What follows belongs to an exercise in optimizing a design on an open flow for small area, a short achievable clock period and few clock cycles per item; a production flow would make more cautious choices. Function was not checked in any run shown here: the RTL went through the layout flow alone.

==> flow/design.v, too long to show whole: its modules and the start of the top module <==
// module dot_product_sequential: 12439 lines
module dot_product_sequential #(
    parameter WIDTH = 16,
    parameter N = 8
)(
    input  wire clk,
    input  wire rst_n,
    input  wire input_valid,
    output reg  input_ready,
    input  wire [(WIDTH*N)-1:0] A_vec,
    input  wire [(WIDTH*N)-1:0] B_vec,
    output reg  [(2*WIDTH + $clog2(N)) - 1 : 0] result,
    output reg  output_valid
);
  // ...
==> flow/flow/run.sh <==
#!/bin/bash
# Own layout flow: the standard layout with these changes.
#  Synthesis (same script as the standard flow's, two changes):
#  1. Yosys's "synth -run fine:" runs with -noabc, so the explicit full-adder tree of the RTL reaches
#     extract_fa intact (abc -fast scrambles its polarity and extract_fa then pads it with inverters).
#  2. extract_fa extracts full adders only (-fa): the RTL's few half adders work on inverted bits,
#     and as ha cells they would need inverters on every pin.
#  Layout: the standard ORFS steps, with repair_timing asked for a setup margin (SETUP_SLACK_MARGIN),
#  so that it sizes the critical paths for a shorter period than the 15 ns clock. The SDC is the standard flow's.
set -euo pipefail
MARGIN=${MARGIN:-10.5}
work=$(pwd)
sed 's/extract_fa {\*}\[dont_use_extract_fa_args\]/extract_fa -fa/' $FLOW_HOME/scripts/synth.tcl > flow_synth_body.tcl
grep -q 'extract_fa -fa$' flow_synth_body.tcl
sed -e 's/-nofsm -noshare/-nofsm -noshare -noabc/' \
    -e "s|source \$::env(SCRIPTS_DIR)/synth.tcl|source $work/flow_synth_body.tcl|" synth_recipe.tcl > flow_synth.tcl
grep -q -- '-noabc' flow_synth.tcl
grep -q flow_synth_body flow_synth.tcl
res=$work/orfs/results/$FLOW_PLATFORM/dot_product_sequential/base
bash standard.sh SYNTH_SCRIPT=$work/flow_synth.tcl $res/1_2_yosys.v > synth.log 2>&1
bash standard.sh SETUP_SLACK_MARGIN=$MARGIN > layout.log 2>&1
==> flow/standard.sh <==
#!/bin/bash
# synth_recipe.tcl (not shown) runs the flow's synth.tcl, then flattens the netlist and writes it again
# the make line also repeats each setting of config.mk as NAME=value (left out here)
make -C /OpenROAD-flow-scripts/flow DESIGN_CONFIG=/design/flow/config.mk WORK_HOME=/design/flow/orfs CLKGATE_MAP_FILE= SYNTH_SCRIPT=/design/flow/synth_recipe.tcl "${@:-finish}"
==> flow/config.mk <==
export PLATFORM = sky130hd
export DESIGN_NAME = dot_product_sequential
export DESIGN_NICKNAME = dot_product_sequential
export VERILOG_FILES = /design/flow/design.v
export SDC_FILE = /design/flow/constraint.sdc
export NUM_CORES = 4
export LEC_CHECK = 0
export CAP_MARGIN = 20
export CORE_MARGIN = 2
export CORE_UTILIZATION = 40
export SLEW_MARGIN = 20
==> flow/constraint.sdc <==
create_clock -name core_clock -period 15.0 [get_ports {clk}]
set_input_delay 3.0000 -clock core_clock [delete_from_list [all_inputs] [get_ports {clk}]]
set_output_delay 3.0000 -clock core_clock [all_outputs]
set_load 0.01 [all_outputs]
==> metrics.md, run 1 <==
| Metric | Value |
|---|---|
| DR pass1 iterations | `7` |
| HP Class | `reg -> reg` |
| CP max FO | `3` |
| Core area | `approximately 160000 um2` |
| Std cell rows | `146` |
| First-pass GRT wire length | `around 340 mm` |
| Yosys top cell area share | `62.6%` |
| Max layer used | `met5` |
| Endpoints failing hold | `0` |
| Setup Skew | `just under 0.05 ns` |
| # resized after CTS | `326` |
| CP Class | `reg -> reg` |
| Status | `timing/DRC/antenna clean` |
| CP startpoint kind | `register` |
| Non-Filler Cell Area, Final | `74000 um2` |
| Gr ovfl total | `0` |
| Die height | `402 um` |
| Reg2reg end | `result[20]` |
| Max Cap Viol | `0` |
| Met1 Usage GRT | `37.8%` |
| Largest family of logic cells by synthesized area | `adder cells` |
| Post-synthesis mux area share | `0%` |
| Crit path depth | `16` |
| FF-to-FF setup slack | `9.70 ns` |
| Seq Cell Count | `580` |
| Multi-input combinational area share | `67.9%` |
| Final worst slack | `9.70 ns` |
| Layout cell share with drive strength beyond 1 | `about an eighth` |
==> inputs of run 2 (changes only) <==
--- a/flow/design.v
+++ b/flow/design.v
@@ -12430,10 +12430,273 @@
             vpipe <= 2'b0;
             output_valid <= 1'b0;
         end else begin
             input_ready  <= 1'b1;
             vpipe <= {vpipe[0:0], input_valid & input_ready};
             output_valid <= vpipe[1];
         end
     end
-    always @(posedge clk) result <= ~ra + ~rb;
+    wire [34:0] g0 = ~(ra | rb);
+    wire [34:0] p0 = ra ^ rb;
+    wire gl1_1 = g0[1] | (p0[1] & g0[0]);
+    wire gl1_2 = g0[2] | (p0[2] & g0[1]);
+    wire pl1_2 = p0[2] & p0[1];
+    wire gl1_3 = g0[3] | (p0[3] & g0[2]);
+    wire pl1_3 = p0[3] & p0[2];
+    wire gl1_4 = g0[4] | (p0[4] & g0[3]);
+    wire pl1_4 = p0[4] & p0[3];
+    wire gl1_5 = g0[5] | (p0[5] & g0[4]);
+    wire pl1_5 = p0[5] & p0[4];
+    wire gl1_6 = g0[6] | (p0[6] & g0[5]);
+    wire pl1_6 = p0[6] & p0[5];
+    wire gl1_7 = g0[7] | (p0[7] & g0[6]);
+    wire pl1_7 = p0[7] & p0[6];
+    wire gl1_8 = g0[8] | (p0[8] & g0[7]);
+    wire pl1_8 = p0[8] & p0[7];
+    wire gl1_9 = g0[9] | (p0[9] & g0[8]);
+    wire pl1_9 = p0[9] & p0[8];
+    wire gl1_10 = g0[10] | (p0[10] & g0[9]);
+    wire pl1_10 = p0[10] & p0[9];
+    wire gl1_11 = g0[11] | (p0[11] & g0[10]);
+    wire pl1_11 = p0[11] & p0[10];
+    wire gl1_12 = g0[12] | (p0[12] & g0[11]);
+    wire pl1_12 = p0[12] & p0[11];
+    wire gl1_13 = g0[13] | (p0[13] & g0[12]);
+    wire pl1_13 = p0[13] & p0[12];
+    wire gl1_14 = g0[14] | (p0[14] & g0[13]);
+    wire pl1_14 = p0[14] & p0[13];
+    wire gl1_15 = g0[15] | (p0[15] & g0[14]);
+    wire pl1_15 = p0[15] & p0[14];
+    wire gl1_16 = g0[16] | (p0[16] & g0[15]);
+    wire pl1_16 = p0[16] & p0[15];
+    wire gl1_17 = g0[17] | (p0[17] & g0[16]);
+    wire pl1_17 = p0[17] & p0[16];
+    wire gl1_18 = g0[18] | (p0[18] & g0[17]);
+    wire pl1_18 = p0[18] & p0[17];
+    wire gl1_19 = g0[19] | (p0[19] & g0[18]);
+    wire pl1_19 = p0[19] & p0[18];
+    wire gl1_20 = g0[20] | (p0[20] & g0[19]);
+    wire pl1_20 = p0[20] & p0[19];
+    wire gl1_21 = g0[21] | (p0[21] & g0[20]);
+    wire pl1_21 = p0[21] & p0[20];
+    wire gl1_22 = g0[22] | (p0[22] & g0[21]);
+    wire pl1_22 = p0[22] & p0[21];
+    wire gl1_23 = g0[23] | (p0[23] & g0[22]);
+    wire pl1_23 = p0[23] & p0[22];
+    wire gl1_24 = g0[24] | (p0[24] & g0[23]);
+    wire pl1_24 = p0[24] & p0[23];
+    wire gl1_25 = g0[25] | (p0[25] & g0[24]);
+    wire pl1_25 = p0[25] & p0[24];
+    wire gl1_26 = g0[26] | (p0[26] & g0[25]);
+    wire pl1_26 = p0[26] & p0[25];
+    wire gl1_27 = g0[27] | (p0[27] & g0[26]);
+    wire pl1_27 = p0[27] & p0[26];
+    wire gl1_28 = g0[28] | (p0[28] & g0[27]);
+    wire pl1_28 = p0[28] & p0[27];
+    wire gl1_29 = g0[29] | (p0[29] & g0[28]);
+    wire pl1_29 = p0[29] & p0[28];
+    wire gl1_30 = g0[30] | (p0[30] & g0[29]);
+    wire pl1_30 = p0[30] & p0[29];
+    wire gl1_31 = g0[31] | (p0[31] & g0[30]);
+    wire pl1_31 = p0[31] & p0[30];
+    wire gl1_32 = g0[32] | (p0[32] & g0[31]);
+    wire pl1_32 = p0[32] & p0[31];
+    wire gl1_33 = g0[33] | (p0[33] & g0[32]);
+    wire pl1_33 = p0[33] & p0[32];
+    wire gl1_34 = g0[34] | (p0[34] & g0[33]);
+    wire pl1_34 = p0[34] & p0[33];
+    wire gl2_2 = gl1_2 | (pl1_2 & g0[0]);
+    wire gl2_3 = gl1_3 | (pl1_3 & gl1_1);
+    wire gl2_4 = gl1_4 | (pl1_4 & gl1_2);
+    wire pl2_4 = pl1_4 & pl1_2;
+    wire gl2_5 = gl1_5 | (pl1_5 & gl1_3);
+    wire pl2_5 = pl1_5 & pl1_3;
+    wire gl2_6 = gl1_6 | (pl1_6 & gl1_4);
+    wire pl2_6 = pl1_6 & pl1_4;
+    wire gl2_7 = gl1_7 | (pl1_7 & gl1_5);
+    wire pl2_7 = pl1_7 & pl1_5;
+    wire gl2_8 = gl1_8 | (pl1_8 & gl1_6);
+    wire pl2_8 = pl1_8 & pl1_6;
+    wire gl2_9 = gl1_9 | (pl1_9 & gl1_7);
+    wire pl2_9 = pl1_9 & pl1_7;
+    wire gl2_10 = gl1_10 | (pl1_10 & gl1_8);
+    wire pl2_10 = pl1_10 & pl1_8;
+    wire gl2_11 = gl1_11 | (pl1_11 & gl1_9);
+    wire pl2_11 = pl1_11 & pl1_9;
+    wire gl2_12 = gl1_12 | (pl1_12 & gl1_10);
+    wire pl2_12 = pl1_12 & pl1_10;
+    wire gl2_13 = gl1_13 | (pl1_13 & gl1_11);
+    wire pl2_13 = pl1_13 & pl1_11;
+    wire gl2_14 = gl1_14 | (pl1_14 & gl1_12);
+    wire pl2_14 = pl1_14 & pl1_12;
+    wire gl2_15 = gl1_15 | (pl1_15 & gl1_13);
+    wire pl2_15 = pl1_15 & pl1_13;
+    wire gl2_16 = gl1_16 | (pl1_16 & gl1_14);
+    wire pl2_16 = pl1_16 & pl1_14;
+    wire gl2_17 = gl1_17 | (pl1_17 & gl1_15);
+    wire pl2_17 = pl1_17 & pl1_15;
+    wire gl2_18 = gl1_18 | (pl1_18 & gl1_16);
+    wire pl2_18 = pl1_18 & pl1_16;
+    wire gl2_19 = gl1_19 | (pl1_19 & gl1_17);
+    wire pl2_19 = pl1_19 & pl1_17;
+    wire gl2_20 = gl1_20 | (pl1_20 & gl1_18);
+    wire pl2_20 = pl1_20 & pl1_18;
+    wire gl2_21 = gl1_21 | (pl1_21 & gl1_19);
+    wire pl2_21 = pl1_21 & pl1_19;
+    wire gl2_22 = gl1_22 | (pl1_22 & gl1_20);
+    wire pl2_22 = pl1_22 & pl1_20;
+    wire gl2_23 = gl1_23 | (pl1_23 & gl1_21);
+    wire pl2_23 = pl1_23 & pl1_21;
+    wire gl2_24 = gl1_24 | (pl1_24 & gl1_22);
+    wire pl2_24 = pl1_24 & pl1_22;
+    wire gl2_25 = gl1_25 | (pl1_25 & gl1_23);
+    wire pl2_25 = pl1_25 & pl1_23;
+    wire gl2_26 = gl1_26 | (pl1_26 & gl1_24);
+    wire pl2_26 = pl1_26 & pl1_24;
+    wire gl2_27 = gl1_27 | (pl1_27 & gl1_25);
+    wire pl2_27 = pl1_27 & pl1_25;
+    wire gl2_28 = gl1_28 | (pl1_28 & gl1_26);
+    wire pl2_28 = pl1_28 & pl1_26;
+    wire gl2_29 = gl1_29 | (pl1_29 & gl1_27);
+    wire pl2_29 = pl1_29 & pl1_27;
+    wire gl2_30 = gl1_30 | (pl1_30 & gl1_28);
+    wire pl2_30 = pl1_30 & pl1_28;
+    wire gl2_31 = gl1_31 | (pl1_31 & gl1_29);
+    wire pl2_31 = pl1_31 & pl1_29;
+    wire gl2_32 = gl1_32 | (pl1_32 & gl1_30);
+    wire pl2_32 = pl1_32 & pl1_30;
+    wire gl2_33 = gl1_33 | (pl1_33 & gl1_31);
+    wire pl2_33 = pl1_33 & pl1_31;
+    wire gl2_34 = gl1_34 | (pl1_34 & gl1_32);
+    wire pl2_34 = pl1_34 & pl1_32;
+    wire gl3_4 = gl2_4 | (pl2_4 & g0[0]);
+    wire gl3_5 = gl2_5 | (pl2_5 & gl1_1);
+    wire gl3_6 = gl2_6 | (pl2_6 & gl2_2);
+    wire gl3_7 = gl2_7 | (pl2_7 & gl2_3);
+    wire gl3_8 = gl2_8 | (pl2_8 & gl2_4);
+    wire pl3_8 = pl2_8 & pl2_4;
+    wire gl3_9 = gl2_9 | (pl2_9 & gl2_5);
+    wire pl3_9 = pl2_9 & pl2_5;
+    wire gl3_10 = gl2_10 | (pl2_10 & gl2_6);
+    wire pl3_10 = pl2_10 & pl2_6;
+    wire gl3_11 = gl2_11 | (pl2_11 & gl2_7);
+    wire pl3_11 = pl2_11 & pl2_7;
+    wire gl3_12 = gl2_12 | (pl2_12 & gl2_8);
+    wire pl3_12 = pl2_12 & pl2_8;
+    wire gl3_13 = gl2_13 | (pl2_13 & gl2_9);
+    wire pl3_13 = pl2_13 & pl2_9;
+    wire gl3_14 = gl2_14 | (pl2_14 & gl2_10);
+    wire pl3_14 = pl2_14 & pl2_10;
+    wire gl3_15 = gl2_15 | (pl2_15 & gl2_11);
+    wire pl3_15 = pl2_15 & pl2_11;
+    wire gl3_16 = gl2_16 | (pl2_16 & gl2_12);
+    wire pl3_16 = pl2_16 & pl2_12;
+    wire gl3_17 = gl2_17 | (pl2_17 & gl2_13);
+    wire pl3_17 = pl2_17 & pl2_13;
+    wire gl3_18 = gl2_18 | (pl2_18 & gl2_14);
+    wire pl3_18 = pl2_18 & pl2_14;
+    wire gl3_19 = gl2_19 | (pl2_19 & gl2_15);
+    wire pl3_19 = pl2_19 & pl2_15;
+    wire gl3_20 = gl2_20 | (pl2_20 & gl2_16);
+    wire pl3_20 = pl2_20 & pl2_16;
+    wire gl3_21 = gl2_21 | (pl2_21 & gl2_17);
+    wire pl3_21 = pl2_21 & pl2_17;
+    wire gl3_22 = gl2_22 | (pl2_22 & gl2_18);
+    wire pl3_22 = pl2_22 & pl2_18;
+    wire gl3_23 = gl2_23 | (pl2_23 & gl2_19);
+    wire pl3_23 = pl2_23 & pl2_19;
+    wire gl3_24 = gl2_24 | (pl2_24 & gl2_20);
+    wire pl3_24 = pl2_24 & pl2_20;
+    wire gl3_25 = gl2_25 | (pl2_25 & gl2_21);
+    wire pl3_25 = pl2_25 & pl2_21;
+    wire gl3_26 = gl2_26 | (pl2_26 & gl2_22);
+    wire pl3_26 = pl2_26 & pl2_22;
+    wire gl3_27 = gl2_27 | (pl2_27 & gl2_23);
+    wire pl3_27 = pl2_27 & pl2_23;
+    wire gl3_28 = gl2_28 | (pl2_28 & gl2_24);
+    wire pl3_28 = pl2_28 & pl2_24;
+    wire gl3_29 = gl2_29 | (pl2_29 & gl2_25);
+    wire pl3_29 = pl2_29 & pl2_25;
+    wire gl3_30 = gl2_30 | (pl2_30 & gl2_26);
+    wire pl3_30 = pl2_30 & pl2_26;
+    wire gl3_31 = gl2_31 | (pl2_31 & gl2_27);
+    wire pl3_31 = pl2_31 & pl2_27;
+    wire gl3_32 = gl2_32 | (pl2_32 & gl2_28);
+    wire pl3_32 = pl2_32 & pl2_28;
+    wire gl3_33 = gl2_33 | (pl2_33 & gl2_29);
+    wire pl3_33 = pl2_33 & pl2_29;
+    wire gl3_34 = gl2_34 | (pl2_34 & gl2_30);
+    wire pl3_34 = pl2_34 & pl2_30;
+    wire gl4_8 = gl3_8 | (pl3_8 & g0[0]);
+    wire gl4_9 = gl3_9 | (pl3_9 & gl1_1);
+    wire gl4_10 = gl3_10 | (pl3_10 & gl2_2);
+    wire gl4_11 = gl3_11 | (pl3_11 & gl2_3);
+    wire gl4_12 = gl3_12 | (pl3_12 & gl3_4);
+    wire gl4_13 = gl3_13 | (pl3_13 & gl3_5);
+    wire gl4_14 = gl3_14 | (pl3_14 & gl3_6);
+    wire gl4_15 = gl3_15 | (pl3_15 & gl3_7);
+    wire gl4_16 = gl3_16 | (pl3_16 & gl3_8);
+    wire pl4_16 = pl3_16 & pl3_8;
+    wire gl4_17 = gl3_17 | (pl3_17 & gl3_9);
+    wire pl4_17 = pl3_17 & pl3_9;
+    wire gl4_18 = gl3_18 | (pl3_18 & gl3_10);
+    wire pl4_18 = pl3_18 & pl3_10;
+    wire gl4_19 = gl3_19 | (pl3_19 & gl3_11);
+    wire pl4_19 = pl3_19 & pl3_11;
+    wire gl4_20 = gl3_20 | (pl3_20 & gl3_12);
+    wire pl4_20 = pl3_20 & pl3_12;
+    wire gl4_21 = gl3_21 | (pl3_21 & gl3_13);
+    wire pl4_21 = pl3_21 & pl3_13;
+    wire gl4_22 = gl3_22 | (pl3_22 & gl3_14);
+    wire pl4_22 = pl3_22 & pl3_14;
+    wire gl4_23 = gl3_23 | (pl3_23 & gl3_15);
+    wire pl4_23 = pl3_23 & pl3_15;
+    wire gl4_24 = gl3_24 | (pl3_24 & gl3_16);
+    wire pl4_24 = pl3_24 & pl3_16;
+    wire gl4_25 = gl3_25 | (pl3_25 & gl3_17);
+    wire pl4_25 = pl3_25 & pl3_17;
+    wire gl4_26 = gl3_26 | (pl3_26 & gl3_18);
+    wire pl4_26 = pl3_26 & pl3_18;
+    wire gl4_27 = gl3_27 | (pl3_27 & gl3_19);
+    wire pl4_27 = pl3_27 & pl3_19;
+    wire gl4_28 = gl3_28 | (pl3_28 & gl3_20);
+    wire pl4_28 = pl3_28 & pl3_20;
+    wire gl4_29 = gl3_29 | (pl3_29 & gl3_21);
+    wire pl4_29 = pl3_29 & pl3_21;
+    wire gl4_30 = gl3_30 | (pl3_30 & gl3_22);
+    wire pl4_30 = pl3_30 & pl3_22;
+    wire gl4_31 = gl3_31 | (pl3_31 & gl3_23);
+    wire pl4_31 = pl3_31 & pl3_23;
+    wire gl4_32 = gl3_32 | (pl3_32 & gl3_24);
+    wire pl4_32 = pl3_32 & pl3_24;
+    wire gl4_33 = gl3_33 | (pl3_33 & gl3_25);
+    wire pl4_33 = pl3_33 & pl3_25;
+    wire gl4_34 = gl3_34 | (pl3_34 & gl3_26);
+    wire pl4_34 = pl3_34 & pl3_26;
+    wire gl5_16 = gl4_16 | (pl4_16 & g0[0]);
+    wire gl5_17 = gl4_17 | (pl4_17 & gl1_1);
+    wire gl5_18 = gl4_18 | (pl4_18 & gl2_2);
+    wire gl5_19 = gl4_19 | (pl4_19 & gl2_3);
+    wire gl5_20 = gl4_20 | (pl4_20 & gl3_4);
+    wire gl5_21 = gl4_21 | (pl4_21 & gl3_5);
+    wire gl5_22 = gl4_22 | (pl4_22 & gl3_6);
+    wire gl5_23 = gl4_23 | (pl4_23 & gl3_7);
+    wire gl5_24 = gl4_24 | (pl4_24 & gl4_8);
+    wire gl5_25 = gl4_25 | (pl4_25 & gl4_9);
+    wire gl5_26 = gl4_26 | (pl4_26 & gl4_10);
+    wire gl5_27 = gl4_27 | (pl4_27 & gl4_11);
+    wire gl5_28 = gl4_28 | (pl4_28 & gl4_12);
+    wire gl5_29 = gl4_29 | (pl4_29 & gl4_13);
+    wire gl5_30 = gl4_30 | (pl4_30 & gl4_14);
+    wire gl5_31 = gl4_31 | (pl4_31 & gl4_15);
+    wire gl5_32 = gl4_32 | (pl4_32 & gl4_16);
+    wire pl5_32 = pl4_32 & pl4_16;
+    wire gl5_33 = gl4_33 | (pl4_33 & gl4_17);
+    wire pl5_33 = pl4_33 & pl4_17;
+    wire gl5_34 = gl4_34 | (pl4_34 & gl4_18);
+    wire pl5_34 = pl4_34 & pl4_18;
+    wire gl6_32 = gl5_32 | (pl5_32 & g0[0]);
+    wire gl6_33 = gl5_33 | (pl5_33 & gl1_1);
+    wire gl6_34 = gl5_34 | (pl5_34 & gl2_2);
+    wire [34:0] cy = {gl6_33, gl6_32, gl5_31, gl5_30, gl5_29, gl5_28, gl5_27, gl5_26, gl5_25, gl5_24, gl5_23, gl5_22, gl5_21, gl5_20, gl5_19, gl5_18, gl5_17, gl5_16, gl4_15, gl4_14, gl4_13, gl4_12, gl4_11, gl4_10, gl4_9, gl4_8, gl3_7, gl3_6, gl3_5, gl3_4, gl2_3, gl2_2, gl1_1, g0[0], 1'b0};
+    always @(posedge clk) result <= p0 ^ cy;
 endmodule
--- a/flow/flow/run.sh
+++ b/flow/flow/run.sh
@@ -3,17 +3,17 @@
 #  Synthesis (same script as the standard flow's, two changes):
 #  1. Yosys's "synth -run fine:" runs with -noabc, so the explicit full-adder tree of the RTL reaches
 #     extract_fa intact (abc -fast scrambles its polarity and extract_fa then pads it with inverters).
 #  2. extract_fa extracts full adders only (-fa): the RTL's few half adders work on inverted bits,
 #     and as ha cells they would need inverters on every pin.
 #  Layout: the standard ORFS steps, with repair_timing asked for a setup margin (SETUP_SLACK_MARGIN),
 #  so that it sizes the critical paths for a shorter period than the 15 ns clock. The SDC is the standard flow's.
 set -euo pipefail
-MARGIN=${MARGIN:-10.5}
+MARGIN=${MARGIN:-10.7}
 work=$(pwd)
 sed 's/extract_fa {\*}\[dont_use_extract_fa_args\]/extract_fa -fa/' $FLOW_HOME/scripts/synth.tcl > flow_synth_body.tcl
 grep -q 'extract_fa -fa$' flow_synth_body.tcl
 sed -e 's/-nofsm -noshare/-nofsm -noshare -noabc/' \
     -e "s|source \$::env(SCRIPTS_DIR)/synth.tcl|source $work/flow_synth_body.tcl|" synth_recipe.tcl > flow_synth.tcl
 grep -q -- '-noabc' flow_synth.tcl
 grep -q flow_synth_body flow_synth.tcl
 res=$work/orfs/results/$FLOW_PLATFORM/dot_product_sequential/base
==> run 2 against run 1 <==
Still clean. Global-route usage rose by 2.2 points. Critical endpoint is now result[30]. Flip-flop and latch count did not move. First-iteration DRC count rose by 10%. Critical path depth fell by 1. Via count rose by 3.6%.
==> metrics.md, run 2 <==
| Metric | Value |
|---|---|
| Status | `timing/DRC/antenna clean` |
| TNS Setup | `0 ns` |
| Layout cell share with drive strength beyond 1 | `19.6% (+6.4 points)` |
| Yosys top cell by area | `fa_1` |
| CP max FO | `3 (unchanged)` |
| Area growth from synthesis to layout | `20.2%` |
| Most frequent cell after synthesis | `nand2_1` |
| Reg2reg end | `result[30]` |
| Antenna-violating nets left | `0` |
| FF-to-FF setup slack | `10.39 ns (+0.68 ns)` |
| Final worst slack | `10.39 ns (+0.684 ns)` |
| Worst Reg2Reg Path Length in Cells | `15` |
| CP startpoint kind | `register` |
| CP Data Required Time | `15.61 ns` |
| Final Setup Violations | `0` |
| Wire length per cell | `31.7 um` |
| Avg Synthesized Cell Area | `11.5 um2` |
| Clock insertion delay at the later pin of the skew report | `0.74 ns` |
| Arrival time worst endpoint | `approximately 5.2 ns` |
| Vias in the first global route | `49.7k` |
| Area occupied by multi-input gates | `about 50000 um2` |
| Most frequent cells in the layout | `nand2_1 (2026), fa_1 (1716), dfxtp_1 (431)` |
| Initial core utilization | `40.1%` |
| CTS Buffer Depth | `3` |
| Yosys top cell area share | `62.5% (about the same)` |
| Slowest cell on crit path | `fa_1` |
| # DRC | `0` |
| Worst path cell trace | `fa_1, fa_1, fa_1, fa_1, inv_2, fa_2, o311ai_4, o211ai_1, o21ai_2, buf_6, a21oi_4, buf_12, a211o_4, and3_1, a311oi_1` |
| HP Class | `reg -> reg` |
| Commonest non-fill, non-tap cell in the layout | `nand2_1` |
| CP Class | `reg -> reg` |
| Buffers on Ports | `295` |
| GRT Overall Usage | `31.6%` |
| Worst slew margin | `43.6%` |
| Max Cap Viol | `0 (unchanged)` |
| CTS Root Cell | `clkbuf_16` |
| DRT Wirelength | `between 200 and 300 mm` |
| Dpl ws | `9.83 ns` |
| Final Util | `48.3%` |
| Top cells by area, synth | `fa_1 (63%), dfxtp_1 (18%), nand2_1 (12%)` |
| Main synth FF type | `dfxtp_1` |
| Yosys cell types | `58` |
| Ports | `296` |
| Hold WS | `0.351 ns` |
| FF+latch area | `12000 um2` |
| Average vias per placed instance | `about 5.7` |
| Met1 Usage GRT | `38.6% (+0.80 points)` |
| Final Slew Violations | `0` |
| Slew @ Worst Pin | `0.840 ns` |
| Asr flop ratio synth | `0.690%` |
| Gr ovfl total | `0 (unchanged)` |
| Most instantiated cells after synthesis | `nand2_1 (2069), fa_1 (1981), dfxtp_1 (576)` |
| Capture point of the worst path | `result[30]` |
| Die height | `402 um (about the same)` |
| Die width | `402 um` |
| Clock slew at reported path FFs | `0.06 ns` |
| Cts hold-fix bufs | `0` |
| Worst Setup End Kind | `register` |
| Mapped Cells | `~5.5k` |
| Met2 track demand over resource | `46.4%` |
| Worst Path Buf+Inv | `3` |
| DP Wirelength | `200 mm` |
| RSZ-0062 raised after global routing | `yes` |
| Std cell rows | `146 (unchanged)` |
| Most frequent cell on the critical path | `fa_1` |
| Largest register FFs | `285` |
| Tmin final | `4.61 ns` |
| FF+latch count, synth | `580` |
| Cell family with most CP delay | `adder cells` |
| Post-synth EDFFs | `0` |
| Number of CTS-inserted buffers | `71` |
| Final critical-path share of the clock period | `a little under a third` |
| Endpoints failing hold | `0 (unchanged)` |
| Setup Skew | `0.0616 ns (+0.0120 ns)` |
| Htree depth | `3` |
| Syn Nets | `7743` |
| Achievable Freq | `approximately 220 MHz` |
| Drt first-iter violations | `5286` |
| First-pass GRT wire length | `359 mm (+6.2%)` |
| Crit path depth | `15 (-1)` |
| Top reg by flops | `s0` |
| Initial antenna violation count | `14` |
| Yosys synthesis warning count | `1` |
| Fill count | `13.8k` |
| Largest registers | `s0 (285), a_q (128), b_q (128)` |
| Post-layout net count | `8127` |
| Worst Setup SP | `s0[11]` |
| Final Wtd Congestion | `1.01` |
| Sequential area share after synthesis | `between 10% and 20%` |
| CTS tree | `done` |
| Die area | `roughly 160000 um2` |
| FF-to-FF Start | `s0[11]` |
| CP peak stage delay | `0.58 ns` |
| Clk sinks | `between 500 and 600` |
| Core area | `158000 um2 (+0.12%)` |
| DR pass1 iterations | `6 (-1)` |
| Grt peak-use layer | `met2` |
| Vias | `45.6k` |
| Met3 usage | `between 10% and 20%` |
| Largest net degree at the start of global routing | `23` |
| Mapped Area | `63400 um2` |
## run 2: cell types whose count changed after synthesis, moves of 4 or more
cell      before   now
nor2_1        19    36
nand4_1       22    32
nor3_1         4    12
maj3_2         9     2
o21ai_0       18    24
xnor2_1       49    44
maj3_1        18    14
nand2_1     2073  2069
o211ai_1       2     6
or2_2          8     4
xor2_1        41    45
## run 2: logic make-up (layout without fill, tap and decap cells)
group	after synthesis	count (layout)	synth area share, %
adders and majority gates	1997	1997	62.8
xor gates and xnor gates	91	91	1.28
AOI/OAI and AO/OA	100	100	1.05
and+or+nand+nor	2200	2200	13.4
buffers and inverters	534	973	3.17
other	1	11	0.00591
DFF	580	580	18.3
## run 2: per-layer routing
metal | routed length, um | up-vias
li1 | - | 17124
met1 | 88300 | 24088
met2 | 109000 | 3560
met3 | 40700 | 765
met4 | 15800 | 14
met5 | 571 | -
## run 2: repair_timing
| action | 4_1_cts | 5_1_grt |
|---|---|---|
| gates resized for setup | 758 | 267 |
| buffers inserted | 258 | 73 |
| pin swaps | 171 | 146 |
| endpoints found under the setup margin | 191 | 121 |
| cloned | 0 | 3 |
## run 2: per-stage QoR
| step | cell area, um2 | std cells |
|---|---|---|
| 2_1_floorplan | 63800 | 5503 |
| 3_3_place_gp | 68400 | 7552 |
| 3_5_place_dp | 68400 | 7552 |
| 4_1_cts | 74800 | 7938 |
| 5_1_grt | 76300 | 8022 |
| 6_report | 76300 | 8024 |
## run 2: how the worst min path moves through the flow
stage / start / end / cells after the start
floorplan: vpipe[1] / output_valid / 0
global placement: vpipe[0] / vpipe[1] / 0
detailed placement: vpipe[0] / vpipe[1] / 0
CTS: vpipe[0] / vpipe[1] / 0
global route: vpipe[0] / vpipe[1] / 0
finish: vpipe[0] / vpipe[1] / 0
## run 2: final cells by class
cell class              count  area share (%)
well taps                2072            3.40
clock inverters            38           0.773
inverters                  43           0.212
multi-input cells        4389            66.7
clock buffers              90            2.54
repair buffers            802            10.6
diodes                     10          0.0328
flip-flops and latches    580            15.7
==> inputs of run 3 (changes only) <==
==> flow/flow/run.sh (replaced) <==
#!/bin/bash
# Own layout flow: the standard layout with these changes.
#  Synthesis (the standard flow's script, two changes):
#  1. Yosys's "synth -run fine:" runs with -noabc, so the explicit full-adder tree of the RTL reaches
#     extract_fa intact (abc -fast scrambles its polarity and extract_fa then pads it with inverters).
#  2. extract_fa extracts full adders only (-fa): the RTL's few half adders work on inverted bits,
#     and as ha cells they would need inverters on every pin.
#  Layout: the standard ORFS steps, with
#  - repair_timing asked for a setup margin (SETUP_SLACK_MARGIN), so that it sizes the critical
#    paths for a shorter period than the 15 ns clock (the SDC is the standard flow's, unchanged);
#  - every port still buffered, with a small buffer cell (BUFFER_PORTS_ARGS);
#  - optional power recovery (RECOVER_POWER) after global routing.
set -euo pipefail
MARGIN=${MARGIN:-10.7}
PORTBUF=${PORTBUF:-sky130_fd_sc_hd__buf_1}
RECOVER=${RECOVER:-0}
work=$(pwd)
sed 's/extract_fa {\*}\[dont_use_extract_fa_args\]/extract_fa -fa/' $FLOW_HOME/scripts/synth.tcl > flow_synth_body.tcl
grep -q 'extract_fa -fa$' flow_synth_body.tcl
sed -e 's/-nofsm -noshare/-nofsm -noshare -noabc/' \
    -e "s|source \$::env(SCRIPTS_DIR)/synth.tcl|source $work/flow_synth_body.tcl|" synth_recipe.tcl > flow_synth.tcl
grep -q -- '-noabc' flow_synth.tcl
grep -q flow_synth_body flow_synth.tcl
res=$work/orfs/results/$FLOW_PLATFORM/dot_product_sequential/base
bash standard.sh SYNTH_SCRIPT=$work/flow_synth.tcl $res/1_2_yosys.v > synth.log 2>&1
bash standard.sh SETUP_SLACK_MARGIN=$MARGIN "BUFFER_PORTS_ARGS=-buffer_cell $PORTBUF" \
  RECOVER_POWER=$RECOVER > layout.log 2>&1
--- a/flow/config.mk
+++ b/flow/config.mk
@@ -7,5 +7,5 @@
 export LEC_CHECK = 0
 export CAP_MARGIN = 20
 export CORE_MARGIN = 2
-export CORE_UTILIZATION = 40
+export CORE_UTILIZATION = 65
 export SLEW_MARGIN = 20
==> run 3 against run 2 <==
Cell area decreased by 4.8%. Die area down 38%. Critical path type unchanged. Via count is 2.0% higher. Global-route usage is 17 points higher. Sequential share of layout area grew 0.93 points. Routed wire length fell by 3.8%. Clock skew fell by 0.017 ns. Fmax up 1.4%.
==> metrics.md, run 3 <==
| Metric | Value |
|---|---|
| Status | `timing/DRC/antenna clean` |
| Clk sinks | `580 (unchanged)` |
| GRT Overall Usage | `48.7% (+17 points)` |
| Main synth FF type | `dfxtp_1` |
| HP Class | `reg -> reg` |
| TNS Setup | `0 ns (unchanged)` |
| Achievable Freq | `220 MHz (+1.4%)` |
| Tmin final | `4.55 ns (-0.0636 ns)` |
| Arrival time worst endpoint | `5.10 ns (-0.12 ns)` |
| Yosys top cell area share | `62.5% (unchanged)` |
| Worst slew margin | `31.3% (-12 points)` |
| Layout cell share with drive strength beyond 1 | `18.0% (-1.7 points)` |
| Final Setup Violations | `0 (unchanged)` |
| FF+latch count, synth | `580 (unchanged)` |
| Vias in the first global route | `47.5k (-4.4%)` |
| Asr flop ratio synth | `0.690% (unchanged)` |
| Clock slew at reported path FFs | `0.06 ns (about the same)` |
| Yosys cell types | `58 (unchanged)` |
| Buffers on Ports | `295 (unchanged)` |
| Antenna-violating nets left | `0 (unchanged)` |
| Yosys top cell by area | `fa_1` |
| Most frequent cell after synthesis | `nand2_1` |
| Cell family with most CP delay | `adder cells` |
| Commonest non-fill, non-tap cell in the layout | `nand2_1` |
| Final Wtd Congestion | `1.08 (+6.3%)` |
| RSZ-0062 raised after global routing | `yes` |
| FF+latch area | `12100 um2 (+0.80%)` |
| Drt first-iter violations | `6295 (+19%)` |
| FF-to-FF setup slack | `10.45 ns (+0.06 ns)` |
| Avg Synthesized Cell Area | `11.5 um2 (unchanged)` |
| CP Data Required Time | `15.55 ns (-0.06 ns)` |
| Sequential area share after synthesis | `18.3% (unchanged)` |
| Area growth from synthesis to layout | `14.5%` |
| Endpoints failing hold | `0 (unchanged)` |
| Mapped Cells | `5503 (unchanged)` |
| Most instantiated cells after synthesis | `nand2_1 (2069), fa_1 (1981), dfxtp_1 (576)` |
| # DRC | `0 (unchanged)` |
| Vias | `46.5k (+2.0%)` |
| Number of CTS-inserted buffers | `69 (-2.8%)` |
| Gr ovfl total | `0 (unchanged)` |
| Worst Setup End Kind | `register` |
| Setup Skew | `0.0445 ns (-0.0171 ns)` |
| Slew @ Worst Pin | `1.03 ns (+0.188 ns)` |
| Die area | `100000 um2 (-38%)` |
| Max Cap Viol | `0 (unchanged)` |
| Std cell rows | `114 (-22%)` |
| DP Wirelength | `189 mm (-5.5%)` |
| Ports | `296 (unchanged)` |
| CTS Buffer Depth | `3 (unchanged)` |
| Largest register FFs | `285 (unchanged)` |
| Most frequent cell on the critical path | `fa_2` |
| CTS tree | `done` |
| Most frequent cells in the layout | `nand2_1 (2051), fa_1 (1737), dfxtp_1 (418)` |
| CP peak stage delay | `0.67 ns (+0.09 ns)` |
| Worst Path Buf+Inv | `2 (-1)` |
| Yosys synthesis warning count | `1 (unchanged)` |
| First-pass GRT wire length | `334 mm (-7.1%)` |
| Post-synth EDFFs | `0 (unchanged)` |
| Top cells by area, synth | `fa_1 (63%), dfxtp_1 (18%), nand2_1 (12%)` |
| Largest registers | `s0 (285), a_q (128), b_q (128)` |
| Hold WS | `0.347 ns (-0.00302 ns)` |
| Die height | `316 um (-21%)` |
| DRT Wirelength | `245 mm (-3.8%)` |
| Average vias per placed instance | `6.47 (+14%)` |
| Largest net degree at the start of global routing | `23 (unchanged)` |
| DR pass1 iterations | `9 (+3)` |
| Die width | `316 um (-21%)` |
| Final critical-path share of the clock period | `30.3% (-0.42 points)` |
| CP max FO | `5 (+2)` |
| Htree depth | `3 (unchanged)` |
| Syn Nets | `7743 (unchanged)` |
| Initial antenna violation count | `14 (unchanged)` |
| CP Class | `reg -> reg` |
| Core area | `96700 um2 (-39%)` |
| Mapped Area | `63400 um2 (unchanged)` |
| CP startpoint kind | `register` |
| Worst path cell trace | `buf_8, buf_4, nand2_1, fa_1, fa_1, fa_1, fa_2, fa_2, fa_2, fa_2` |
| Slowest cell on crit path | `fa_2` |
| Top reg by flops | `s0` |
| Fill count | `6350 (-54%)` |
| Post-layout net count | `8085 (-0.52%)` |
| Final Slew Violations | `0 (unchanged)` |
| Area occupied by multi-input gates | `50800 um2 (-0.13%)` |
| Wire length per cell | `34.1 um (+7.4%)` |
| Clock insertion delay at the later pin of the skew report | `0.70 ns (-0.04 ns)` |
| CTS Root Cell | `clkbuf_16` |
| Initial core utilization | `65.6% (+25 points)` |
run 3: changes by cell type in the layout (fill, tap and decap cells not counted), sizes merged, moves of 8 or more:
| cell | change |
|---|---|
| buf | +211 |
| clkdlybuf4s50 | -258 |
| clkdlybuf4s15 | -8 |
| clkbuf | +11 |
run 3: logic make-up after synthesis:
| group | Yosys count | synth area share, % |
|---|---|---|
| flops | 580 | 18.3 |
| other cells | 1 | 0.00591 |
| fa+ha+maj | 1997 | 62.8 |
| compound gates | 100 | 1.05 |
| buf+inv | 534 | 3.17 |
| simple gates | 2200 | 13.4 |
| xor+xnor | 91 | 1.28 |
run 3: layer usage:
metal | routed length (um) | GRT usage, % | vias to the layer above
li1 | - | - | 17052
met1 | 82100 | 63.3 | 23924
met2 | 96600 | 64.8 | 4630
met3 | 52000 | 34.5 | 855
met4 | 13000 | 14.8 | 22
met5 | 984 | 2.70 | -
run 3: area by class of cell:
cell class,count,share of cell area [%]
clock inverter,38,0.650
inverter,43,0.222
tap,1276,2.20
antenna,12,0.0414
timing repair buffer,762,7.63
clock buffer,86,2.59
multi-input combinational,4389,70.0
sequential,580,16.7
run 3: final timing paths:
| kind | startpoint | endpoint | cells past startpoint |
|---|---|---|---|
| hold reg to reg | vpipe[1] | output_valid | 0 |
| setup / recovery | b_q[20] | s0[177] | 10 |
| max in group asynchronous | rst_n | vpipe[0] | 1 |
| min in group asynchronous | rst_n | input_ready | 1 |
| hold / removal | vpipe[1] | output_valid | 0 |
| setup reg to reg | b_q[20] | s0[177] | 10 |
run 3: metrics by stage:
stage / std cells / worst slack [ns] / area, um2 / utilization (%)
after floorplan: 5503 / 10.68 / 63800 / -
after global placement: 6705 / 10.10 / 65200 / 67.4
after detailed placement: 6705 / 10.07 / 65200 / 67.4
after CTS: 6971 / 10.62 / 69900 / 72.3
after global routing: 7175 / 10.47 / 72600 / 75.0
final: 7186 / 10.45 / 72600 / 75.1
run 3: timing repair:
action | 4_1_cts | 5_1_grt
gates cloned | 0 | 9
setup endpoints to repair | 142 | 109
pin swaps | 90 | 134
buffers inserted | 142 | 194
gates resized for setup | 481 | 297
hold buffers | 0 | 0
==> inputs of run 4 (changes only) <==
--- a/flow/flow/run.sh
+++ b/flow/flow/run.sh
@@ -13,7 +13,7 @@
 set -euo pipefail
 MARGIN=${MARGIN:-10.7}
 PORTBUF=${PORTBUF:-sky130_fd_sc_hd__buf_1}
-RECOVER=${RECOVER:-0}
+RECOVER=${RECOVER:-50}
 work=$(pwd)
 sed 's/extract_fa {\*}\[dont_use_extract_fa_args\]/extract_fa -fa/' $FLOW_HOME/scripts/synth.tcl > flow_synth_body.tcl
 grep -q 'extract_fa -fa$' flow_synth_body.tcl
==> run 4 against run 3 <==
Now fails the layout checks on capacitance limit, slew limit. Setup slack worse by 0.63 ns. Fmax fell by 12%. Via count is 0.33% higher. Clock skew grew 0.0015 ns. First-iteration DRC count up 0.97%. Core utilization down 0.10 points. Global-route usage is the same. Highest routed layer unchanged.
==> metrics.md, run 4 <==
| Metric | Value |
|---|---|
| Clock slew at reported path FFs | `0.06 ns (about the same)` |
| FF+latch count, synth | `580 (unchanged)` |
| CP startpoint kind | `register` |
| Ports | `296 (unchanged)` |
| Layout cell share with drive strength beyond 1 | `17.5% (-0.41 points)` |
| Mapped Cells | `5503 (unchanged)` |
| Grt peak-use layer | `met2` |
| Final Setup Violations | `0 (unchanged)` |
| Buffers on Ports | `295 (unchanged)` |
| Post-synth EDFFs | `0 (unchanged)` |
| Largest registers | `s0 (285), a_q (128), b_q (128)` |
| Achievable Freq | `193 MHz (-12%)` |
| Met1 Usage GRT | `63.3% (unchanged)` |
| Tmin final | `5.18 ns (+0.628 ns)` |
| CP max FO | `19 (+14)` |
| TNS Setup | `0 ns (unchanged)` |
| DR pass1 iterations | `9 (unchanged)` |
| CTS tree | `done` |
| Arrival time worst endpoint | `5.76 ns (+0.66 ns)` |
| Final Slew Violations | `20 (+20)` |
| Max Cap Viol | `1 (+1)` |
| Gr ovfl total | `0 (unchanged)` |
| Yosys top cell area share | `62.5% (unchanged)` |
| Post-placement cell count | `6705 (unchanged)` |
| First-pass GRT wire length | `334 mm (unchanged)` |
| Average vias per placed instance | `6.49 (+0.38%)` |
| Initial antenna violation count | `14 (unchanged)` |
| DP Wirelength | `189 mm (unchanged)` |
| FF-to-FF setup slack | `9.82 ns (-0.63 ns)` |
| Yosys cell types | `58 (unchanged)` |
| Endpoints failing hold | `0 (unchanged)` |
| Core area | `96700 um2 (unchanged)` |
| Finished Layout Cells | `7182 (-0.056%)` |
| Post-layout net count | `8085 (unchanged)` |
| CP Data Required Time | `15.58 ns (+0.03 ns)` |
| Worst slew margin | `-0.912% (-32 points)` |
| Top cells by area, synth | `fa_1 (63%), dfxtp_1 (18%), nand2_1 (12%)` |
| Main synth FF type | `dfxtp_1` |
| Yosys synthesis warning count | `1 (unchanged)` |
| Drt first-iter violations | `6356 (+0.97%)` |
| RSZ-0062 raised after global routing | `yes` |
| Number of CTS-inserted buffers | `69 (unchanged)` |
| Clk sinks | `580 (unchanged)` |
| Most frequent cell after synthesis | `nand2_1` |
| DRT Wirelength | `245 mm (about the same)` |
| Die area | `100000 um2 (unchanged)` |
| Commonest non-fill, non-tap cell in the layout | `nand2_1` |
| HP Class | `reg -> reg` |
| Area growth from synthesis to layout | `14.3%` |
| Std cell rows | `114 (unchanged)` |
| # DRC | `0 (unchanged)` |
| Yosys top cell by area | `fa_1` |
| Final Wtd Congestion | `1.08 (unchanged)` |
| Most frequent cells in the layout | `nand2_1 (2051), fa_1 (1737), dfxtp_1 (425)` |
| Avg Synthesized Cell Area | `11.5 um2 (unchanged)` |
| Setup Skew | `0.0460 ns (+0.00146 ns)` |
| Worst Setup End Kind | `register` |
| CP Class | `reg -> reg` |
| Syn Nets | `7743 (unchanged)` |
| Vias | `46.6k (+0.33%)` |
| Clock insertion delay at the later pin of the skew report | `0.70 ns (about the same)` |
| Final Util | `75.0% (-0.10 points)` |
| CTS Buffer Depth | `3 (unchanged)` |
| Status | `complete, but fails checks` |
| Top reg by flops | `s0` |
| Final critical-path share of the clock period | `34.5% (+4.2 points)` |
| Htree depth | `3 (unchanged)` |
| Mapped Area | `63400 um2 (unchanged)` |
| Sequential area share after synthesis | `18.3% (unchanged)` |
| Slew @ Worst Pin | `1.51 ns (+0.485 ns)` |
| CTS Root Cell | `clkbuf_16` |
| Asr flop ratio synth | `0.690% (unchanged)` |
| Largest net degree at the start of global routing | `23 (unchanged)` |
| Vias in the first global route | `47.5k (unchanged)` |
| Initial core utilization | `65.6% (unchanged)` |
| Met2 track demand over resource | `64.8% (unchanged)` |
| Die height | `316 um (unchanged)` |
| Layout Check Failures | `capacitance limit, slew limit` |
| GRT Overall Usage | `48.7% (unchanged)` |
| Die width | `316 um (unchanged)` |
| Antenna-violating nets left | `0 (unchanged)` |
| Largest register FFs | `285 (unchanged)` |
| Most instantiated cells after synthesis | `nand2_1 (2069), fa_1 (1981), dfxtp_1 (576)` |
| Met3 usage | `34.5% (unchanged)` |
| Wire length per cell | `34.1 um (about the same)` |
==> run 4: cell counts after synthesis <==
No cell type changed its count.
==> run 4: per-layer routing <==
layer	vias to the layer above	part of all wire [%]
li1	17048	-
met1	24004	34
met2	4685	39
met3	880	21
met4	18	5.3
met5	-	0.23
==> run 4: logic make-up after synthesis <==
kind of cell	count (synthesis)	synth area share, %
buffers and inverters	534	3.17
flip-flops	580	18.3
AO/OA/AOI/OAI	100	1.05
XOR/XNOR	91	1.28
AND/OR/NAND/NOR	2200	13.4
other	1	0.00591
adder cells (fa/ha/maj)	1997	62.8
==> run 4: what timing repair did <==
item,in CTS,in global routing
resized for setup,481,297
hold buffers,0,0
gates cloned,0,9
pin swaps,90,134
endpoints found under the hold margin,0,0
setup buffers,142,194
endpoints found under the setup margin,142,109
==> run 4: final cells by class <==
cell class | count | area, um2
Clock inverter | 38 | 472
Timing Repair Buffer | 762 | 5460
Multi-Input combinational cell | 4389 | 50800
Sequential cell | 580 | 12100
Fill cell | 6375 | 24200
Inverter | 43 | 161
Tap cell | 1276 | 1600
Antenna cell | 8 | 20.0
Clock buffer | 86 | 1880
==> run 4: through the flow <==
stage          area (um2)  hold slack, ns  worst slack (ns)
4_1_cts             69900           0.350             10.62
3_3_place_gp        65200           0.345             10.10
6_report            72500           0.347              9.82
3_5_place_dp        65200           0.337             10.07
2_1_floorplan       63800           0.331             10.68
5_1_grt             72500           0.366              9.82
==> run 4: critical path, cell delays in order (launching register included) <==
cell and delay [ns]:
dfxtp_1 0.30, clkbuf_1 1.09, nand2_1 0.22, fa_1 0.51, fa_1 0.84, fa_2 0.54, fa_1 0.44, fa_1 0.47
fa_2 0.65
==> run 4: path summary, 6_finish.rpt <==
kind	startpoint	endpoint	depth (start not counted)
worst max-delay path	a_q[113]	s0[140]	8
worst min-delay path	vpipe[1]	output_valid	0
worst max register to register	a_q[113]	s0[140]	8
worst min register to register	vpipe[1]	output_valid	0
max in group asynchronous	rst_n	vpipe[0]	1
min in group asynchronous	rst_n	input_ready	1
==> inputs of run 5 (changes only) <==
--- a/flow/flow/run.sh
+++ b/flow/flow/run.sh
@@ -11,9 +11,9 @@
 #  - every port still buffered, with a small buffer cell (BUFFER_PORTS_ARGS);
 #  - optional power recovery (RECOVER_POWER) after global routing.
 set -euo pipefail
-MARGIN=${MARGIN:-10.7}
+MARGIN=${MARGIN:-0}
 PORTBUF=${PORTBUF:-sky130_fd_sc_hd__buf_1}
-RECOVER=${RECOVER:-50}
+RECOVER=${RECOVER:-0}
 work=$(pwd)
 sed 's/extract_fa {\*}\[dont_use_extract_fa_args\]/extract_fa -fa/' $FLOW_HOME/scripts/synth.tcl > flow_synth_body.tcl
 grep -q 'extract_fa -fa$' flow_synth_body.tcl
==> run 5 against run 4 <==
Now clean on timing, DRC and antenna. Die area is the same. Synthesized cell count did not move. Flip-flop and latch count unchanged. Routed wire length shrank 4.5%. Count of clock-buffer cells in the layout fell by 3. Sequential share of layout area is 0.57 points higher. Non-clock buffer count shrank 342. Core utilization down 5.2 points. Critical endpoint is now result[30]. Highest routed layer unchanged.
==> metrics.md, run 5 <==
| Metric | Value |
|---|---|
| Post-synth EDFFs | `0 (unchanged)` |
| Commonest non-fill, non-tap cell in the layout | `nand2_1` |
| GRT Overall Usage | `48.3% (-0.42 points)` |
| Setup bufs post-CTS | `0 (-100%)` |
| Final Slew Violations | `0 (-100%)` |
| FF+latch count, synth | `580 (unchanged)` |
| Endpoints failing hold | `0 (unchanged)` |
| Area after DPL | `65200 um2 (about the same)` |
| Average vias per placed instance | `6.54 (+0.72%)` |
| Area growth from synthesis to layout | `6.44%` |
| Mapped Cells | `5503 (unchanged)` |
| HP Class | `reg -> reg` |
| Fill count | `7152 (+12%)` |
| Cts hold-fix bufs | `0 (unchanged)` |
| Mapped Area | `63400 um2 (unchanged)` |
| Die width | `316 um (unchanged)` |
| DR pass1 iterations | `8 (-1)` |
| Top cells by area, synth | `fa_1 (63%), dfxtp_1 (18%), nand2_1 (12%)` |
| CP startpoint kind | `register` |
| Yosys top cell by area | `fa_1` |
| Avg Synthesized Cell Area | `11.5 um2 (unchanged)` |
| Worst Reg2Reg Path Length in Cells | `13 (+5)` |
| Worst slew margin | `17.9% (+19 points)` |
| Layout cell share with drive strength beyond 1 | `4.54% (-13 points)` |
| CP Class | `reg -> reg` |
| Status | `timing/DRC/antenna clean` |
| FF-to-FF Start | `s0[8]` |
| Syn Nets | `7743 (unchanged)` |
| Core area | `96700 um2 (unchanged)` |
| Tmin final | `5.21 ns (+0.0298 ns)` |
| Yosys synthesis warning count | `1 (unchanged)` |
| Achievable Freq | `192 MHz (-0.57%)` |
| Antenna-violating nets left | `0 (unchanged)` |
| DP Wirelength | `190 mm (+0.71%)` |
| CP Data Required Time | `15.58 ns (about the same)` |
| Wire length per cell | `34.2 um (+0.33%)` |
| Most frequent cell after synthesis | `nand2_1` |
| Asr flop ratio synth | `0.690% (unchanged)` |
| Main synth FF type | `dfxtp_1` |
| Most instantiated cells after synthesis | `nand2_1 (2069), fa_1 (1981), dfxtp_1 (576)` |
| Yosys cell types | `58 (unchanged)` |
| CTS tree | `done` |
| # resized after CTS | `0 (-100%)` |
| Most frequent cells in the layout | `nand2_1 (2069), fa_1 (1981), dfxtp_1 (575)` |
| Largest net degree at the start of global routing | `23 (unchanged)` |
| Reg2reg end | `result[30]` |
| Ports | `296 (unchanged)` |
| FF-to-FF setup slack | `9.79 ns (-0.03 ns)` |
| RSZ-0062 raised after global routing | `no` |
| Clk sinks | `580 (unchanged)` |
| CTS Buffer Depth | `3 (unchanged)` |
| Max Cap Viol | `0 (-1)` |
| Worst Setup End Kind | `register` |
| Number of CTS-inserted buffers | `66 (-4.3%)` |
| First-pass GRT wire length | `331 mm (-0.70%)` |
| Non-Filler Cell Area, Final | `67500 um2 (-6.9%)` |
| # DRC | `0 (unchanged)` |
| CP max FO | `3 (-16)` |
| Top reg by flops | `s0` |
| Initial antenna violation count | `8 (-6)` |
| Worst Setup SP | `s0[8]` |
| Yosys top cell area share | `62.5% (unchanged)` |
| Std cell rows | `114 (unchanged)` |
| Clock insertion delay at the later pin of the skew report | `0.69 ns (about the same)` |
| Largest registers | `s0 (285), a_q (128), b_q (128)` |
| Vias | `44.7k (-4.2%)` |
| Final Setup Violations | `0 (unchanged)` |
| Drt first-iter violations | `6024 (-5.2%)` |
| Htree depth | `3 (unchanged)` |
| Die area | `100000 um2 (unchanged)` |
| Largest register FFs | `285 (unchanged)` |
| Initial core utilization | `65.6% (unchanged)` |
| Slew @ Worst Pin | `1.23 ns (-0.284 ns)` |
| DRT Wirelength | `233 mm (-4.5%)` |
| TNS Setup | `0 ns (unchanged)` |
| Final worst slack | `9.79 ns (-0.0298 ns)` |
| Die height | `316 um (unchanged)` |
| Arrival time worst endpoint | `5.79 ns (+0.03 ns)` |
| Sequential area share after synthesis | `18.3% (unchanged)` |
| Final critical-path share of the clock period | `34.7% (+0.20 points)` |
| Vias in the first global route | `47.6k (+0.046%)` |
| Dpl ws | `9.85 ns (-0.224 ns)` |
| Buffers on Ports | `295 (unchanged)` |
| Post-layout net count | `7740 (-4.3%)` |
| Setup Skew | `0.0479 ns (+0.00193 ns)` |
| Clock slew at reported path FFs | `0.06 ns (about the same)` |
| CTS Root Cell | `clkbuf_16` |
| Final Wtd Congestion | `1.08 (+0.45%)` |
| Gr ovfl total | `0 (unchanged)` |
| Capture point of the worst path | `result[30]` |
run 5: logic make-up after synthesis:
family / count (synthesis) / share of synthesized area (%)
other: 1 / 0.00591
buffers and inverters: 534 / 3.17
AND/OR/NAND/NOR: 2200 / 13.4
XOR/XNOR: 91 / 1.28
flip-flops: 580 / 18.3
AO/OA/AOI/OAI: 100 / 1.05
adder cells (fa/ha/maj): 1997 / 62.8
run 5: per-layer routing:
metal,share of wire [%],GRT usage [%]
met5,0.22,2.89
met4,3.4,13.1
met3,22,36.2
met2,39,63.7
met1,35,62.6
run 5: cell type report:
cell class	count	area, um2	area share, %
Clock inverter	36	428	0.634
Multi-Input combinational cell	4389	49800	73.7
Tap cell	1276	1600	2.36
Sequential cell	580	11600	17.2
Antenna cell	6	15.0	0.0222
Inverter	43	161	0.239
Timing Repair Buffer	420	2050	3.03
Clock buffer	83	1850	2.74
run 5: per-stage QoR:
step	util, %	hold WS [ns]	cells
after floorplan	-	0.331	5503
after global placement	67.4	0.337	6708
after detailed placement	67.4	0.337	6708
after CTS	69.8	0.354	6827
after global routing	69.8	0.362	6828
final	69.8	0.350	6833
run 5: worst max-delay path, cell delays in order, from the launching register on:
cell and delay, ns:
dfxtp_1 0.32, fa_1 0.56, fa_1 0.45, fa_1 0.48, fa_1 0.51, inv_1 0.07, fa_1 0.43, o311ai_1 0.50
o211ai_1 0.24, o21ai_1 0.60, a21oi_2 0.21, a211o_1 0.34, and3_1 0.16, a311oi_1 0.23
run 5: worst min path at each step:
stage / slack, ns / from / to / depth (start not counted)
floorplan: 0.33 / vpipe[1] / output_valid / 0
global placement: 0.34 / vpipe[0] / vpipe[1] / 0
detailed placement: 0.34 / vpipe[0] / vpipe[1] / 0
CTS: 0.35 / vpipe[0] / vpipe[1] / 0
global route: 0.36 / vpipe[0] / vpipe[1] / 0
finish: 0.35 / vpipe[0] / vpipe[1] / 0
==> inputs of run 6 (changes only) <==
--- a/flow/flow/run.sh
+++ b/flow/flow/run.sh
@@ -11,7 +11,7 @@
 #  - every port still buffered, with a small buffer cell (BUFFER_PORTS_ARGS);
 #  - optional power recovery (RECOVER_POWER) after global routing.
 set -euo pipefail
-MARGIN=${MARGIN:-0}
+MARGIN=${MARGIN:-10.3}
 PORTBUF=${PORTBUF:-sky130_fd_sc_hd__buf_1}
 RECOVER=${RECOVER:-0}
 work=$(pwd)
==> run 6 against run 5 <==
Synthesized cell count unchanged. Highest routed layer unchanged. Area after synthesis unchanged. Core utilization increased by 0.43 points. Flip-flop and latch count unchanged.
==> metrics.md, run 6 <==
| Metric | Value |
|---|---|
| Setup Skew | `0.0464 ns (-0.00155 ns)` |
| Avg Synthesized Cell Area | `11.5 um2 (unchanged)` |
| Max Cap Viol | `0 (unchanged)` |
| Tmin final | `4.72 ns (-0.487 ns)` |
| Largest net degree at the start of global routing | `23 (unchanged)` |
| Syn Nets | `7743 (unchanged)` |
| DR pass1 iterations | `8 (unchanged)` |
| Final Slew Violations | `0 (unchanged)` |
| Reg2reg end | `s0[204]` |
| Post-layout net count | `7746 (+0.078%)` |
| CTS Buffer Depth | `3 (unchanged)` |
| Final critical-path share of the clock period | `31.5% (-3.2 points)` |
| Yosys top cell by area | `fa_1` |
| FF-to-FF setup slack | `10.28 ns (+0.49 ns)` |
| Status | `timing/DRC/antenna clean` |
| FF+latch count, synth | `580 (unchanged)` |
| Achievable Freq | `212 MHz (+10%)` |
| Ports | `296 (unchanged)` |
| Slew @ Worst Pin | `1.26 ns (+0.0334 ns)` |
| DP Wirelength | `190 mm (unchanged)` |
| Clock slew at reported path FFs | `0.06 ns (about the same)` |
| CP max FO | `16 (+13)` |
| Final Setup Violations | `0 (unchanged)` |
| CP startpoint kind | `register` |
| Die width | `316 um (unchanged)` |
| Average vias per placed instance | `6.55 (+0.15%)` |
| Area growth from synthesis to layout | `7.09%` |
| HP Class | `reg -> reg` |
| DRT Wirelength | `234 mm (+0.27%)` |
| Main synth FF type | `dfxtp_1` |
| Layout cell share with drive strength beyond 1 | `6.96% (+2.4 points)` |
| Number of CTS-inserted buffers | `66 (unchanged)` |
| Sequential area share after synthesis | `18.3% (unchanged)` |
| Die height | `316 um (unchanged)` |
| Clock insertion delay at the later pin of the skew report | `0.69 ns (about the same)` |
| Largest register FFs | `285 (unchanged)` |
| Wire length per cell | `34.2 um (+0.16%)` |
| CTS tree | `done` |
| Met2 wire len | `92.9 mm (+0.83%)` |
| WHS Path Cells | `0 (unchanged)` |
| Most frequent cells in the layout | `nand2_1 (2069), fa_1 (1970), dfxtp_1 (469)` |
| RSZ-0062 raised after global routing | `yes` |
| CTS Root Cell | `clkbuf_16` |
| Mapped Area | `63400 um2 (unchanged)` |
| M1 wire length | `81.3 mm (about the same)` |
| Worst path cell trace | `nand2_1, fa_1, fa_1, fa_1, fa_1, fa_1, fa_1` |
| Die area | `100000 um2 (unchanged)` |
| Arrival time worst endpoint | `5.27 ns (-0.52 ns)` |
| CP peak stage delay | `1.09 ns (+0.49 ns)` |
| Final Wtd Congestion | `1.08 (unchanged)` |
| Most frequent cell after synthesis | `nand2_1` |
| Most frequent cell on the critical path | `fa_1` |
| Endpoints failing hold | `0 (unchanged)` |
| Clk sinks | `580 (unchanged)` |
| Yosys top cell area share | `62.5% (unchanged)` |
| Antenna-violating nets left | `0 (unchanged)` |
| GRT Overall Usage | `48.4% (+0.085 points)` |
| Top reg by flops | `s0` |
| CP Data Required Time | `15.55 ns (-0.03 ns)` |
| FF-to-FF Start | `a_q[125]` |
| Htree depth | `3 (unchanged)` |
| Vias in the first global route | `47.7k (+0.25%)` |
| Commonest non-fill, non-tap cell in the layout | `nand2_1` |
| Worst Setup End Kind | `register` |
| Asr flop ratio synth | `0.690% (unchanged)` |
| Initial antenna violation count | `10 (+2)` |
| CP Class | `reg -> reg` |
| Drt first-iter violations | `6043 (+0.32%)` |
| Mapped Cells | `5503 (unchanged)` |
| Worst slew margin | `15.7% (-2.2 points)` |
| First-pass GRT wire length | `332 mm (+0.15%)` |
| Yosys cell types | `58 (unchanged)` |
| Worst Reg2Reg Path Length in Cells | `7 (-6)` |
| Largest registers | `s0 (285), a_q (128), b_q (128)` |
| Top cells by area, synth | `fa_1 (63%), dfxtp_1 (18%), nand2_1 (12%)` |
| # DRC | `0 (unchanged)` |
| Yosys synthesis warning count | `1 (unchanged)` |
| Final worst slack | `10.28 ns (+0.487 ns)` |
| Cts hold-fix bufs | `0 (unchanged)` |
| Dpl ws | `9.85 ns (unchanged)` |
| TNS Setup | `0 ns (unchanged)` |
| Post-synth EDFFs | `0 (unchanged)` |
| Std cell rows | `114 (unchanged)` |
| Initial core utilization | `65.6% (unchanged)` |
| Gr ovfl total | `0 (unchanged)` |
| Worst Hold Path EP | `vpipe[1]` |
| Vias | `44.8k (+0.25%)` |
| Hold_sp | `vpipe[0]` |
| Slowest cell on crit path | `dfxtp_1` |
| Most instantiated cells after synthesis | `nand2_1 (2069), fa_1 (1981), dfxtp_1 (576)` |
| Buffers on Ports | `295 (unchanged)` |
| Met3 routed WL | `51.5 mm (-0.12%)` |
| Max layer used | `met5` |
| Core area | `96700 um2 (unchanged)` |
## run 6: cell counts after synthesis
No cell type changed its count.
## run 6: layout make-up
class                   instances  area (um2)
clock inverters                36         428
inverters                      43         161
repair buffers                426        2090
multi-input cells            4389       49900
well taps                    1276        1600
diodes                          7        17.5
fillers                      7098       28800
clock buffers                  83        1850
flip-flops and latches        580       11900
## run 6: how the worst max path moves through the flow
stage | from | to | slack [ns] | depth (start not counted)
floorplan | b_q[72] | s0[168] | 10.52 | 12
global placement | s0[8] | result[30] | 9.88 | 13
detailed placement | s0[8] | result[30] | 9.85 | 13
CTS | s0[8] | result[18] | 10.28 | 13
global route | s0[8] | result[30] | 10.15 | 14
finish | a_q[125] | s0[204] | 10.28 | 7
## run 6: repair_timing
item | in CTS | in global routing
resized for setup | 102 | 80
pin swaps | 2 | 4
endpoints found under the setup margin | 105 | 49
buffers inserted | 3 | 3
## run 6: cells by family (layout without fill, tap and decap cells)
logic type | after synthesis | after routing | share of synthesized area (%)
other | 1 | 8 | 0.00591
AOI/OAI and AO/OA | 100 | 100 | 1.05
adders and majority gates | 1997 | 1997 | 62.8
and+or+nand+nor | 2200 | 2200 | 13.4
buffers and inverters | 534 | 588 | 3.17
xor gates and xnor gates | 91 | 91 | 1.28
DFF | 580 | 580 | 18.3
## run 6: worst max-delay path: cells and delay by family (launching register included)
| family | cells | cell delay [ns] |
|---|---|---|
| DFF | 1 | 1.09 |
| adders and majority gates | 6 | 3.31 |
| and+or+nand+nor | 1 | 0.19 |
## run 6: per-layer routing
layer | track usage (%) | vias up
li1 | - | 16335
met1 | 62.5 | 23565
met2 | 63.8 | 4201
met3 | 36.2 | 678
met4 | 13.3 | 20
met5 | 2.89 | -
## run 6: stage by stage
| stage | instance area (um2) | cells | util, % | hold slack [ns] |
|---|---|---|---|---|
| finish | 67900 | 6840 | 70.2 | 0.351 |
| global route | 67900 | 6834 | 70.2 | 0.362 |
| global placement | 65200 | 6708 | 67.4 | 0.337 |
| detailed placement | 65200 | 6708 | 67.4 | 0.337 |
| floorplan | 63400 | 5503 | - | 0.331 |
| CTS | 67700 | 6830 | 70.0 | 0.354 |

[what the ideal ports hide]
The results above use ideal ports. As a check the final layouts listed here were re-extracted and re-timed, cells and wires unchanged.
Step 1 assumes that a clkbuf_16 drives the clock port and a buf_2 every other input.
Step 2 adds t to the input delays and takes it off the output delays; t is the mean of the earliest and latest rising clock arrival at the registers after step 1. Input paths then give back, and output paths get back, about the clock's delay inside the block.
Slacks: ideal ports / drivers / drivers and shift; pairs: ideal ports / drivers.
run	shift t [ns]	setup WS [ns]	hold WS [ns]	worst setup path at the end	latest minus earliest clock arrival (ns)
run 1	0.776	9.701 / 9.701 / 9.701	0.347 / 0.347 / 0.347	register to register	0.050 / 0.050
run 2	0.789	10.386 / 10.386 / 10.386	0.351 / 0.351 / 0.351	register to register	0.063 / 0.062
run 3	0.752	10.449 / 10.449 / 10.449	0.347 / 0.347 / 0.347	register to register	0.046 / 0.046
run 4	0.749	9.822 / 9.822 / 9.822	0.347 / 0.347 / 0.347	register to register	0.046 / 0.046
run 5	0.738	9.792 / 9.792 / 9.792	0.350 / 0.350 / 0.350	register to register	0.049 / 0.049
run 6	0.737	10.279 / 10.279 / 10.279	0.351 / 0.351 / 0.351	register to register	0.046 / 0.046
